This design comes from an exercise in tuning for small area, a short achievable clock period and few clock cycles per item on the open sky130 flow, not from production work. At most, simulation tests tie the RTL to the original design; equivalence was not proved. Power and IR drop assume default switching activity.

## red
==> flow/design.v (excerpt) <==
module mpadd32_shift (CLK, RST_N, s_out, a_in, b_in, write, start, ready);
Size in the first run: roughly 770 I/O pins, about 0.023 mm² of cells after synthesis.
==> module mpadd32_shift, before the edit <==
module mpadd32_shift (CLK, RST_N, s_out, a_in, b_in, write, start, ready);
	input CLK, RST_N;
	input [255:0] a_in, b_in;
	input write, start;
	output [256:0] s_out;
	output ready;
	localparam K  = 8;
	localparam NB = 256 / K;
	reg [255:0]  q;
	reg [NB-1:0] g;      
	reg          cout;
	reg          ready;
	assign s_out = {cout, q};
	wire [NB-1:0] p;
	genvar j, i;
	generate
		for (j = 0; j < NB; j = j + 1) begin : blk
			assign p[j] = &q[j*K +: K];
		end
	endgenerate
	localparam L = $clog2(NB);
	wire [NB-1:0] pg [0:L];
	wire [NB-1:0] pp [0:L];
	assign pg[0] = g;
	assign pp[0] = p;
	generate
		for (j = 0; j < L; j = j + 1) begin : lvl
			for (i = 0; i < NB; i = i + 1) begin : node
				if ((i >> j) & 1) begin : comb
					localparam integer S = ((i >> j) << j) - 1;
					assign pg[j+1][i] = pg[j][i] | (pp[j][i] & pg[j][S]);
					assign pp[j+1][i] = pp[j][i] & pp[j][S];
				end else begin : pass
					assign pg[j+1][i] = pg[j][i];
					assign pp[j+1][i] = pp[j][i];
				end
			end
		end
	endgenerate
	wire [NB:0] c = {pg[L], 1'b0} & {(NB+1){start}};
	wire [255:0] t;
	generate
		for (j = 0; j < NB; j = j + 1) begin : inc
			for (i = 0; i < K; i = i + 1) begin : bit_
				if (j == 0) begin : first
					assign t[i] = 1'b0;
				end else if (i == 0) begin : lsb
					assign t[j*K] = c[j];
				end else begin : up
					assign t[j*K+i] = c[j] & (&q[j*K +: i]);
				end
			end
		end
	endgenerate
	wire [255:0]  ws;
	wire [NB-1:0] wg;
	generate
		for (j = 0; j < NB; j = j + 1) begin : add
			assign {wg[j], ws[j*K +: K]} = {1'b0, a_in[j*K +: K]} + {1'b0, b_in[j*K +: K]};
		end
	endgenerate
	always @(posedge CLK) begin
		q    <= write ? ws : q ^ t;
		g    <= write ? wg : (start ? {NB{1'b0}} : g);
		cout <= write ? 1'b0 : cout | c[NB];
		if (~RST_N)
			ready <= 1'b0;
		else
			ready <= start;
	end
endmodule
clock: 5.0 ns
lec_check: 0
cap_margin: 20
core_margin: 2
core_utilization: 40
slew_margin: 20
run.sh (not shown) runs the stock make flow with config.mk's settings and CLKGATE_MAP_FILE= SYNTH_SCRIPT=/design/flow/synth_recipe.tcl, a recipe that flattens the netlist after the stock synthesis.
red: done, clean on timing, DRC and antenna
Setup changes, red to green
-- flow/design.v --
<<< red, line 58
	generate
		for (j = 0; j < NB; j = j + 1) begin : add
			assign {wg[j], ws[j*K +: K]} = {1'b0, a_in[j*K +: K]} + {1'b0, b_in[j*K +: K]};
		end
	endgenerate
>>> green, line 58
	generate
		for (j = 0; j < NB; j = j + 1) begin : add
			wire [K:0] cc;
			assign cc[0] = 1'b0;
			for (i = 0; i < K; i = i + 1) begin : fa
				wire x = a_in[j*K+i] ^ b_in[j*K+i];
				assign ws[j*K+i] = x ^ cc[i];
				assign cc[i+1] = (a_in[j*K+i] & b_in[j*K+i]) | (cc[i] & x);
			end
			assign wg[j] = cc[K];
		end
	endgenerate
Results
- Between red and green, minimum hold slack is lower for green, red comes in above that.
- Against red, synthesized area in green fell by more than 10%.
- a_in[240] as the worst setup path startpoint was reported by green, and q[82]$_DFF_P_ by red.
- On part of the cycle the worst path needs: between red and green, it ends up higher for green.
- Layout-stage area growth over the synthesis result: red and green compared, higher one is green
- green was carried through to the last stage, and its layout satisfied the timing, design-rule and antenna checks.
- Compared with red, in green area of the core region went down about 11%, total power after layout went down about 2.8%, register-to-register slack went down 0.02 ns, die width went down about 6%, total die area went down 0.0066 mm².
- Between red and green, detail-routed via count per cell is lower for green, red comes in above that.
- The slowest library cell on the worst path comes out o31ai_1 in one run and clkdlybuf4s50_1 in the other, namely in red and green respectively.
No run of this note included a check of the RTL's function; only the layout flow was run.

* * *

Another version of the RTL of mpadd32_shift (not shown whole).
Size: ~2,700 cells after synthesis, about 770 I/O pins, ~23,000 sq um of cells after synthesis.
==> module mpadd32_shift, before the edit <==
module mpadd32_shift (CLK, RST_N, s_out, a_in, b_in, write, start, ready);
	input CLK, RST_N;
	input [255:0] a_in, b_in;
	input write, start;
	output [256:0] s_out;
	output ready;
	localparam K  = 8;
	localparam LK = 3;   
	localparam NB = 256 / K;
	localparam L  = 5;   
	localparam LW = 1;   
	reg [255:0]  q;
	reg [NB-1:0] g;      
	reg [NB-1:0] p;      
	reg          cout;
	reg          ready;
	assign s_out = {cout, q};
	genvar j, i, l;
	wire [255:0]  ws;
	wire [NB-1:0] bg;
	wire [NB-1:0] bp;
	generate
		for (j = 0; j < NB; j = j + 1) begin : add
			wire [K-1:0] x = a_in[j*K +: K] ^ b_in[j*K +: K];
			wire [K-1:0] y = a_in[j*K +: K] & b_in[j*K +: K];
			wire [K-1:0] G [0:LK];
			wire [K-1:0] P [0:LK];
			assign G[0] = y;
			assign P[0] = x;
			for (l = 0; l < LK; l = l + 1) begin : lvl
				for (i = 0; i < K; i = i + 1) begin : node
					if (i >= (1 << l)) begin : comb
						assign G[l+1][i] = G[l][i] | P[l][i] & G[l][i - (1 << l)];
						assign P[l+1][i] = P[l][i] & P[l][i - (1 << l)];
					end else begin : pass
						assign G[l+1][i] = G[l][i];
						assign P[l+1][i] = P[l][i];
					end
				end
			end
			assign ws[j*K +: K] = x ^ {G[LK][K-2:0], 1'b0};
			assign bg[j] = G[LK][K-1];
			assign bp[j] = P[LK][K-1];
		end
	endgenerate
	wire [NB-1:0] pg [0:L];
	wire [NB-1:0] pp [0:L];
	assign pg[0] = bg;
	assign pp[0] = bp;
	generate
		for (l = 0; l < L; l = l + 1) begin : lvl
			wire [NB-1:0] gi, pi;
			if (l == LW) begin : inr
				assign gi = g;
				assign pi = p;
			end else begin : inw
				assign gi = pg[l];
				assign pi = pp[l];
			end
			for (i = 0; i < NB; i = i + 1) begin : node
				if (l < LW && i >= (1 << l)) begin : ks
					assign pg[l+1][i] = gi[i] | (pi[i] & gi[i - (1 << l)]);
					assign pp[l+1][i] = pi[i] & pi[i - (1 << l)];
				end else if (l >= LW && ((i >> l) & 1)) begin : sk
					assign pg[l+1][i] = gi[i] | (pi[i] & gi[((i >> l) << l) - 1]);
					assign pp[l+1][i] = pi[i] & pi[((i >> l) << l) - 1];
				end else begin : pass
					assign pg[l+1][i] = gi[i];
					assign pp[l+1][i] = pi[i];
				end
			end
		end
	endgenerate
	wire [NB:0] c = {pg[L], 1'b0};
	wire [255:0] t;
	generate
		for (j = 0; j < NB; j = j + 1) begin : inc
			for (i = 0; i < K; i = i + 1) begin : bit_
				if (j == 0) begin : first
					assign t[i] = 1'b0;
				end else if (i == 0) begin : lsb
					assign t[j*K] = c[j];
				end else begin : up
					assign t[j*K+i] = c[j] & (&q[j*K +: i]);
				end
			end
		end
	endgenerate
	always @(posedge CLK) begin
		q    <= write ? ws : q ^ t;
		g    <= write ? pg[LW] : {NB{1'b0}};
		p    <= pp[LW];
		cout <= write ? 1'b0 : cout | c[NB];
		if (~RST_N)
			ready <= 1'b0;
		else
			ready <= start;
	end
endmodule
export LEC_CHECK = 0
export CAP_MARGIN = 20
export CORE_MARGIN = 2
export CORE_UTILIZATION = 40
export CTS_CLUSTER_DIAMETER = 100
export CTS_CLUSTER_SIZE = 20
export SETUP_SLACK_MARGIN = 2.7
export SLEW_MARGIN = 20
create_clock -name core_clock -period 5.0 [get_ports {CLK}]
standard.sh (not shown) runs the stock make flow with config.mk's settings and CLKGATE_MAP_FILE= SYNTH_SCRIPT=/design/flow/synth_recipe.tcl, a recipe that flattens the netlist after the stock synthesis.
==> flow/flow/run.sh <==
#!/bin/bash
# The standard layout, with the port buffers made from buf_1 cells
# instead of the default delay buffers.
set -euo pipefail
export BUFFER_PORTS_ARGS="-buffer_cell sky130_fd_sc_hd__buf_1"
bash standard.sh > standard.log 2>&1
Edit:
--- a/flow/design.v
+++ b/flow/design.v
@@ -8,9 +8,9 @@
 	localparam K  = 8;
 	localparam LK = 3;   
 	localparam NB = 256 / K;
 	localparam L  = 5;   
-	localparam LW = 1;   
+	localparam LW = 3;   
 	reg [255:0]  q;
 	reg [NB-1:0] g;      
 	reg [NB-1:0] p;      
 	reg          cout;
@@ -58,14 +58,11 @@
 				assign gi = pg[l];
 				assign pi = pp[l];
 			end
 			for (i = 0; i < NB; i = i + 1) begin : node
-				if (l < LW && i >= (1 << l)) begin : ks
+				if (i >= (1 << l)) begin : comb
 					assign pg[l+1][i] = gi[i] | (pi[i] & gi[i - (1 << l)]);
 					assign pp[l+1][i] = pi[i] & pi[i - (1 << l)];
-				end else if (l >= LW && ((i >> l) & 1)) begin : sk
-					assign pg[l+1][i] = gi[i] | (pi[i] & gi[((i >> l) << l) - 1]);
-					assign pp[l+1][i] = pi[i] & pi[((i >> l) << l) - 1];
 				end else begin : pass
 					assign pg[l+1][i] = gi[i];
 					assign pp[l+1][i] = pi[i];
 				end
Result: The new run finished with timing, DRC and antenna clean; sequential power stays flat; sequential cell count went down by 6; global-route usage rose by 1.2 points; clock power rose by about 8%; sequential share of layout area is lower by 2.1 points; setup slack improves by 0.084 ns; wire length increases by 14%; power rises by 6.2%; final area rose by 8.3%; clock skew decreases by 0.0063 ns; core utilization rises by 0.49 points.
No functional check of the RTL was part of any run of this note.

* * *

The RTL this note starts from:
==> flow/design.v <==
`timescale 1ns/10ps
module mpadd32_shift (CLK, RST_N, s_out, a_in, b_in, write, start, ready);
	input CLK, RST_N;
	input [255:0] a_in, b_in;
	input write, start;
	output [256:0] s_out;
	output ready;
	localparam K  = 8;
	localparam LK = 3;   
	localparam NB = 256 / K;
	localparam L  = 5;   
	localparam LW = 2;   
	reg [255:0]  q;
	reg [NB-1:0] g;      
	reg [NB-1:0] p;      
	reg          cout;
	reg          ready;
	assign s_out = {cout, q};
	genvar j, i, l;
	wire [255:0]  wx;    
	wire [255:0]  wc;    
	wire [NB-1:0] bg;
	wire [NB-1:0] bp;
	generate
		for (j = 0; j < NB; j = j + 1) begin : add
			wire [K-1:0] x = a_in[j*K +: K] ^ b_in[j*K +: K];
			wire [K-1:0] y = a_in[j*K +: K] & b_in[j*K +: K];
			wire [K-1:0] G [0:LK];
			wire [K-1:0] P [0:LK];
			assign G[0] = y;
			assign P[0] = x;
			for (l = 0; l < LK; l = l + 1) begin : lvl
				for (i = 0; i < K; i = i + 1) begin : node
					if ((i >> l) & 1) begin : comb
						assign G[l+1][i] = G[l][i] | P[l][i] & G[l][((i >> l) << l) - 1];
						assign P[l+1][i] = P[l][i] & P[l][((i >> l) << l) - 1];
					end else begin : pass
						assign G[l+1][i] = G[l][i];
						assign P[l+1][i] = P[l][i];
					end
				end
			end
			assign wx[j*K +: K] = x;
			assign wc[j*K +: K] = {G[LK][K-2:0], 1'b0};
			assign bg[j] = G[LK][K-1];
			assign bp[j] = P[LK][K-1];
		end
	endgenerate
	wire [NB-1:0] pg [0:L];
	wire [NB-1:0] pp [0:L];
	assign pg[0] = bg;
	assign pp[0] = bp;
	generate
		for (l = 0; l < L; l = l + 1) begin : lvl
			wire [NB-1:0] gi, pi;
			if (l == LW) begin : inr
				assign gi = g;
				assign pi = p;
			end else begin : inw
				assign gi = pg[l];
				assign pi = pp[l];
			end
			for (i = 0; i < NB; i = i + 1) begin : node
				if (i >= (1 << l)) begin : comb
					assign pg[l+1][i] = gi[i] | (pi[i] & gi[i - (1 << l)]);
					assign pp[l+1][i] = pi[i] & pi[i - (1 << l)];
				end else begin : pass
					assign pg[l+1][i] = gi[i];
					assign pp[l+1][i] = pi[i];
				end
			end
		end
	endgenerate
	wire [NB:0] c = {pg[L], 1'b0};
	wire [255:0] t;
	generate
		for (j = 0; j < NB; j = j + 1) begin : inc
			for (i = 0; i < K; i = i + 1) begin : bit_
				if (j == 0) begin : first
					assign t[i] = 1'b0;
				end else if (i == 0) begin : lsb
					assign t[j*K] = c[j];
				end else begin : up
					assign t[j*K+i] = c[j] & (&q[j*K +: i]);
				end
			end
		end
	endgenerate
	always @(posedge CLK) begin
		q    <= (write ? wx : q) ^ (write ? wc : t);
		g    <= write ? pg[LW] : {NB{1'b0}};
		p    <= pp[LW];
		cout <= write ? 1'b0 : cout | c[NB];
		if (~RST_N)
			ready <= 1'b0;
		else
			ready <= start;
	end
endmodule
clock: 5.0 ns
lec_check: 0
cap_margin: 20
core_margin: 2
core_utilization: 40
cts_cluster_diameter: 100
cts_cluster_size: 20
setup_slack_margin: 2.8
slew_margin: 20
Scripts as last shown in full above: flow/flow/run.sh
Next try:
--- a/flow/design.v
+++ b/flow/design.v
@@ -31,9 +31,9 @@
 			assign P[0] = x;
 			for (l = 0; l < LK; l = l + 1) begin : lvl
 				for (i = 0; i < K; i = i + 1) begin : node
-					if ((i >> l) & 1) begin : comb
-						assign G[l+1][i] = G[l][i] | P[l][i] & G[l][((i >> l) << l) - 1];
-						assign P[l+1][i] = P[l][i] & P[l][((i >> l) << l) - 1];
+					if (i >= (1 << l)) begin : comb
+						assign G[l+1][i] = G[l][i] | P[l][i] & G[l][i - (1 << l)];
+						assign P[l+1][i] = P[l][i] & P[l][i - (1 << l)];
 					end else begin : pass
 						assign G[l+1][i] = G[l][i];
 						assign P[l+1][i] = P[l][i];
What happened:
- clock power stays flat
- count of clock-buffer cells in the layout came out lower by 1
- clock skew came out lower by 0.0032 ns
- wire length came out lower by 5.7%
- final cell count came out lower by 1.6%
- total power came out lower by 2.1%
- die area came out lower by 1.4%
- setup slack improves by 0.046 ns
- combinational power came out lower by about 6%
- area after synthesis came out lower by 1.4%
- global-route usage came out lower by 1.6 points
- design area came out lower by 3.1%
- sequential cell count does not change
- sequential share of layout area came out higher by 0.70 points
Testbench counts after the change, summed over its fixed seeds: cycles 1,032, items 512.
Function not checked in the first run of this note: the RTL went through the layout flow alone.

* * *

Another version of the RTL of mpadd32_shift (not shown whole).
For scale: ~320 flip-flops, roughly 770 I/O pins, about 24000 um2 of cells after synthesis.
==> module mpadd32_shift, before the edit <==
module mpadd32_shift (CLK, RST_N, s_out, a_in, b_in, write, start, ready);
	input CLK, RST_N;
	input [255:0] a_in, b_in;
	input write, start;
	output [256:0] s_out;
	output ready;
	localparam K  = 8;
	localparam LK = 3;   
	localparam NB = 256 / K;
	localparam L  = 5;   
	localparam LW = 2;   
	reg [255:0]  q;
	reg [NB-1:0] g;      
	reg [NB-1:0] p;      
	reg          cout;
	reg          ready;
	assign s_out = {cout, q};
	genvar j, i, l;
	wire [255:0]  ws;
	wire [NB-1:0] bg;
	wire [NB-1:0] bp;
	generate
		for (j = 0; j < NB; j = j + 1) begin : add
			wire [K-1:0] x = a_in[j*K +: K] ^ b_in[j*K +: K];
			wire [K-1:0] y = a_in[j*K +: K] & b_in[j*K +: K];
			wire [K-1:0] G [0:LK];
			wire [K-1:0] P [0:LK];
			assign G[0] = y;
			assign P[0] = x;
			for (l = 0; l < LK; l = l + 1) begin : lvl
				for (i = 0; i < K; i = i + 1) begin : node
					if (i >= (1 << l)) begin : comb
						assign G[l+1][i] = G[l][i] | P[l][i] & G[l][i - (1 << l)];
						assign P[l+1][i] = P[l][i] & P[l][i - (1 << l)];
					end else begin : pass
						assign G[l+1][i] = G[l][i];
						assign P[l+1][i] = P[l][i];
					end
				end
			end
			assign ws[j*K +: K] = x ^ {G[LK][K-2:0], 1'b0};
			assign bg[j] = G[LK][K-1];
			assign bp[j] = P[LK][K-1];
		end
	endgenerate
	wire [NB-1:0] pg [0:L];
	wire [NB-1:0] pp [0:L];
	assign pg[0] = bg;
	assign pp[0] = bp;
	generate
		for (l = 0; l < L; l = l + 1) begin : lvl
			wire [NB-1:0] gi, pi;
			if (l == LW) begin : inr
				assign gi = g;
				assign pi = p;
			end else begin : inw
				assign gi = pg[l];
				assign pi = pp[l];
			end
			for (i = 0; i < NB; i = i + 1) begin : node
				if (i >= (1 << l)) begin : comb
					assign pg[l+1][i] = gi[i] | (pi[i] & gi[i - (1 << l)]);
					assign pp[l+1][i] = pi[i] & pi[i - (1 << l)];
				end else begin : pass
					assign pg[l+1][i] = gi[i];
					assign pp[l+1][i] = pi[i];
				end
			end
		end
	endgenerate
	wire [NB:0] c = {pg[L], 1'b0};
	wire [255:0] t;
	generate
		for (j = 0; j < NB; j = j + 1) begin : inc
			for (i = 0; i < K; i = i + 1) begin : bit_
				if (j == 0) begin : first
					assign t[i] = 1'b0;
				end else if (i == 0) begin : lsb
					assign t[j*K] = c[j];
				end else begin : up
					assign t[j*K+i] = c[j] & (&q[j*K +: i]);
				end
			end
		end
	endgenerate
	always @(posedge CLK) begin
		q    <= write ? ws : q ^ t;
		g    <= write ? pg[LW] : {NB{1'b0}};
		p    <= pp[LW];
		cout <= write ? 1'b0 : cout | c[NB];
		if (~RST_N)
			ready <= 1'b0;
		else
			ready <= start;
	end
endmodule
clock: 5.0 ns
lec_check: 0
cap_margin: 20
core_margin: 2
core_utilization: 40
cts_cluster_diameter: 100
cts_cluster_size: 20
setup_slack_margin: 2.7
slew_margin: 20
Scripts as last shown in full above: flow/flow/run.sh
The first run finished clean.
Testbench counts at the start, summed over its fixed seeds: cycles 1,032, items 512.
Change:
--- a/flow/design.v
+++ b/flow/design.v
@@ -7,11 +7,11 @@
 	output ready;
 	localparam K  = 8;
 	localparam LK = 3;   
 	localparam NB = 256 / K;
 	localparam L  = 5;   
-	localparam LW = 2;   
+	localparam LW = 1;   
 	reg [255:0]  q;
 	reg [NB-1:0] g;      
 	reg [NB-1:0] p;      
 	reg          cout;
 	reg          ready;
@@ -28,13 +28,13 @@
 			wire [K-1:0] P [0:LK];
 			assign G[0] = y;
 			assign P[0] = x;
 			for (l = 0; l < LK; l = l + 1) begin : lvl
 				for (i = 0; i < K; i = i + 1) begin : node
-					if (i >= (1 << l)) begin : comb
-						assign G[l+1][i] = G[l][i] | P[l][i] & G[l][i - (1 << l)];
-						assign P[l+1][i] = P[l][i] & P[l][i - (1 << l)];
+					if ((i >> l) & 1) begin : comb
+						assign G[l+1][i] = G[l][i] | P[l][i] & G[l][((i >> l) << l) - 1];
+						assign P[l+1][i] = P[l][i] & P[l][((i >> l) << l) - 1];
 					end else begin : pass
 						assign G[l+1][i] = G[l][i];
 						assign P[l+1][i] = P[l][i];
 					end
 				end
=> Setup slack is worse by 0.17 ns; cell count falls by 4.0%; non-clock buffer count rises by 56; utilization rises by 1.7 points; clock power falls by about 3%; combinational power falls by about 4%; sequential share of layout area is about the same; register-to-register slack is worse by 0.15 ns; clock-buffer cell count falls by 1.
Only the layout flow was run in the second run of this note; the RTL was not checked for function there.

[port drivers added, routing unchanged]
No port has a modelled driver above. Below, the same layouts with a new extraction and two added sets of constraints.
Step 1 (the two cells are an assumption about what drives the block):
set clk [get_ports {CLK}]
set_driving_cell -lib_cell sky130_fd_sc_hd__clkbuf_16 $clk
set_driving_cell -lib_cell sky130_fd_sc_hd__buf_2 [delete_from_list [all_inputs] $clk]
Step 2 adds t to the input delays and takes it off the output delays; t is the mean of the earliest and latest rising clock arrival at the registers after step 1. Input paths then give back, and output paths get back, about the clock's delay inside the block.
Slacks: no drivers / after step 1 / after step 2; pairs: no drivers / after step 1.
run	t, ns	setup slack, ns	latest minus earliest clock arrival (ns)	worst register clock-pin slew, ns
red	0.606	1.504 / 1.504 / 1.458	0.021 / 0.020	0.06 / 0.06
green	0.607	0.685 / 0.713 / 0.106	0.026 / 0.027	0.06 / 0.06
the first run of note 2	0.585	2.608 / 2.608 / 2.167	0.027 / 0.027	0.09 / 0.09
the second run of note 2	0.617	2.692 / 2.674 / 2.117	0.023 / 0.023	0.10 / 0.10
the first run of note 3	0.605	2.769 / 2.745 / 2.196	0.026 / 0.026	0.10 / 0.10
the second run of note 3	0.608	2.815 / 2.765 / 2.239	0.020 / 0.020	0.10 / 0.10
the first run of note 4	0.609	2.725 / 2.694 / 2.137	0.017 / 0.017	0.10 / 0.10
the second run of note 4	0.595	2.558 / 2.574 / 1.980	0.022 / 0.023	0.09 / 0.09
After both steps every run listed still meets setup and hold. The setup slack of the first run of note 4, which loses most, moves by -0.031 ns with the drivers and by -0.588 ns with both steps.
